This is an optimization exercise on Yosys and OpenROAD, whose aim is small area, not a production implementation. The RTL was checked by simulation tests, not by an equivalence proof against the original design.

## interpolator_raw
module  interpolator_raw #
(
    parameter D_width = 6
)
(
    input clk,rst,
    input clk_en,
    input din_valid,
    input din_last,
    input [D_width-1:0]dx,dy,
    input [7:0] lu,ru,ld,rd,
    output dout_valid,
    output dout_last,
    output [7:0] p
);
Size: roughly 510 cells after synthesis, about 66 flip-flops, ~59 I/O pins, about 6400 µm² of cells after synthesis.
Settings: LEC_CHECK=0, CAP_MARGIN=20, CORE_MARGIN=2, CORE_UTILIZATION=65, GPL_TIMING_DRIVEN=0, PLACE_DENSITY=0.75, SLEW_MARGIN=20, SYNTH_HIERARCHICAL=1, SYNTH_MINIMUM_KEEP_SIZE=0; clock period 5.0 ns.
standard.sh (not shown) runs the stock make flow with config.mk's settings and CLKGATE_MAP_FILE= SYNTH_SCRIPT=/design/flow/synth_recipe.tcl, a recipe that flattens the netlist after the stock synthesis.
==> flow/flow/run.sh <==
#!/bin/bash
# The standard layout (the standard.sh: ORFS synthesis to final layout),
# with two changes:
#  - each port gets a sky130_fd_sc_hd__buf_1 buffer instead of the larger
#    delay cell buffer_ports picks by default;
#  - clock tree synthesis adds no dummy loads.
# All of make's output goes to standard.log in this folder; ORFS writes each
# tool's own log under orfs/logs/.
set -euo pipefail
bash standard.sh \
  "BUFFER_PORTS_ARGS=-buffer_cell sky130_fd_sc_hd__buf_1" \
  "CTS_ARGS=-sink_clustering_enable -repair_clock_nets -dont_use_dummy_load" \
  finish > standard.log 2>&1
The starting point passed the timing, DRC and antenna checks.
==> next run, changes <==
PLACE_DENSITY = default   (was 0.75)
=>
- The changed run produced a clean layout
- synthesized cell count stays the same
- synthesized area stays the same
- core utilization grows by 0.56 points
==> next run, changes <==
GPL_ROUTABILITY_DRIVEN = 0   (was default)
PLACE_DENSITY = 0.75   (was default)
Global-route usage falls by 3.3 points; die area stays the same; worst setup slack gains 8.6 ps; hold slack gets better by 3.7 ps; routed wire length drops by roughly a tenth; synthesized cell count stays the same.
==> next run, changes <==
==> flow/flow/run.sh (replaced) <==
#!/bin/bash
# The standard layout (the standard.sh: ORFS synthesis to final layout),
# with two changes:
#  - each port gets a sky130_fd_sc_hd__buf_1 buffer instead of the larger
#    delay cell buffer_ports picks by default;
#  - clock tree synthesis builds its tree from clkbuf_4 and adds no dummy
#    loads.
# All of make's output goes to standard.log in this folder; ORFS writes each
# tool's own log under orfs/logs/.
set -euo pipefail
bash standard.sh \
  "BUFFER_PORTS_ARGS=-buffer_cell sky130_fd_sc_hd__buf_1" \
  "CTS_ARGS=-sink_clustering_enable -repair_clock_nets -dont_use_dummy_load -root_buf sky130_fd_sc_hd__clkbuf_4 -buf_list sky130_fd_sc_hd__clkbuf_4" \
  finish > standard.log 2>&1
After rerunning:
- The new run finished with timing, DRC and antenna clean
- worst setup slack gains 23 ps
- register-to-register slack gains 30 ps
- maximum frequency grows slightly
- via count shrinks slightly
- cell area shrinks by a few percent
- count of clock-buffer cells in the layout does not change
- critical path depth stays the same

* * *

## alpha
Another version of the RTL of interpolator_raw (not shown whole).
Size in the first run: about 500 cells after synthesis, roughly 59 I/O pins, ~6400 µm² of cells after synthesis.
==> flow/design.v (excerpt) <==
module  interpolator_raw #
(
    parameter D_width = 6
)
(
    input clk,rst,
    input clk_en,
    input din_valid,
    input din_last,
    input [D_width-1:0]dx,dy,
    input [7:0] lu,ru,ld,rd,
    output dout_valid,
    output dout_last,
    output [7:0] p
);
export LEC_CHECK = 0
export CAP_MARGIN = 20
export CORE_MARGIN = 2
export CORE_UTILIZATION = 60
export GPL_ROUTABILITY_DRIVEN = 0
export GPL_TIMING_DRIVEN = 0
export PLACE_DENSITY = 0.75
export SLEW_MARGIN = 20
export SYNTH_HIERARCHICAL = 1
export SYNTH_MINIMUM_KEEP_SIZE = 0
create_clock -name core_clock -period 5.0 [get_ports {clk}]
==> flow/flow/run.sh <==
#!/bin/bash
# The standard layout (the standard.sh: ORFS synthesis to final layout),
# with two changes:
#  - each port gets a sky130_fd_sc_hd__buf_1 buffer instead of the larger
#    delay cell buffer_ports picks by default;
#  - clock tree synthesis builds its tree from clkbuf_4 and adds no dummy
#    loads.
# All of make's output goes to standard.log in this folder; ORFS writes each
# tool's own log under orfs/logs/.
set -euo pipefail
bash standard.sh \
  "BUFFER_PORTS_ARGS=-buffer_cell sky130_fd_sc_hd__buf_1" \
  "CTS_ARGS=-sink_clustering_enable -repair_clock_nets -dont_use_dummy_load -root_buf sky130_fd_sc_hd__clkbuf_4 -buf_list sky130_fd_sc_hd__clkbuf_4" \
  finish > standard.log 2>&1
No stage failed in alpha, and the final checks on the layout all came back clean.
Changes in gamma relative to alpha:
- CORE_UTILIZATION now 65, was 60
Findings:
- The instance area after placement was comparable across alpha and gamma.
- Taking alpha as 1.0, gamma lands at 0.873 on met3 layer wire length in the routed design.
- Maximum clock rate sits lower in gamma than in alpha.
- From gamma to alpha, count of cells along the worst hold path did not move at all.

## afterwards: timing with drivers on the ports
The flow's constraints put no driver on any port. The routed layouts listed below were extracted and timed again, unchanged, in two steps. Step 1, drivers: a clkbuf_16 drives clk and a buf_2 each remaining input, both assumed. Step 2 moves the port delays by t, midway between the first and last clock arrival at a register: inputs arrive t later, outputs are due t later. That takes back most of the time a late clock gives input paths. Slacks: ideal ports / drivers / drivers and shift; pairs: ideal ports / drivers.
run | shift t [ns] | setup WS [ns] | clock arrival spread, ns
the first run of note 1 | 0.367 | 0.078 / 0.088 / -0.279 | 0.019 / 0.020
the second run of note 1 | 0.355 | 0.124 / 0.132 / -0.223 | 0.026 / 0.026
the third run of note 1 | 0.360 | 0.132 / 0.136 / -0.225 | 0.026 / 0.027
the fourth run of note 1 | 0.426 | 0.155 / 0.161 / -0.266 | 0.037 / 0.037
alpha | 0.423 | 0.234 / 0.244 / -0.179 | 0.043 / 0.043
gamma | 0.430 | 0.200 / 0.208 / -0.223 | 0.041 / 0.041
With both steps, setup timing fails in every run listed, where it was met with ideal ports. For gamma, which loses most, drivers alone change the setup slack by +0.008 ns; drivers and shift together by -0.423 ns.
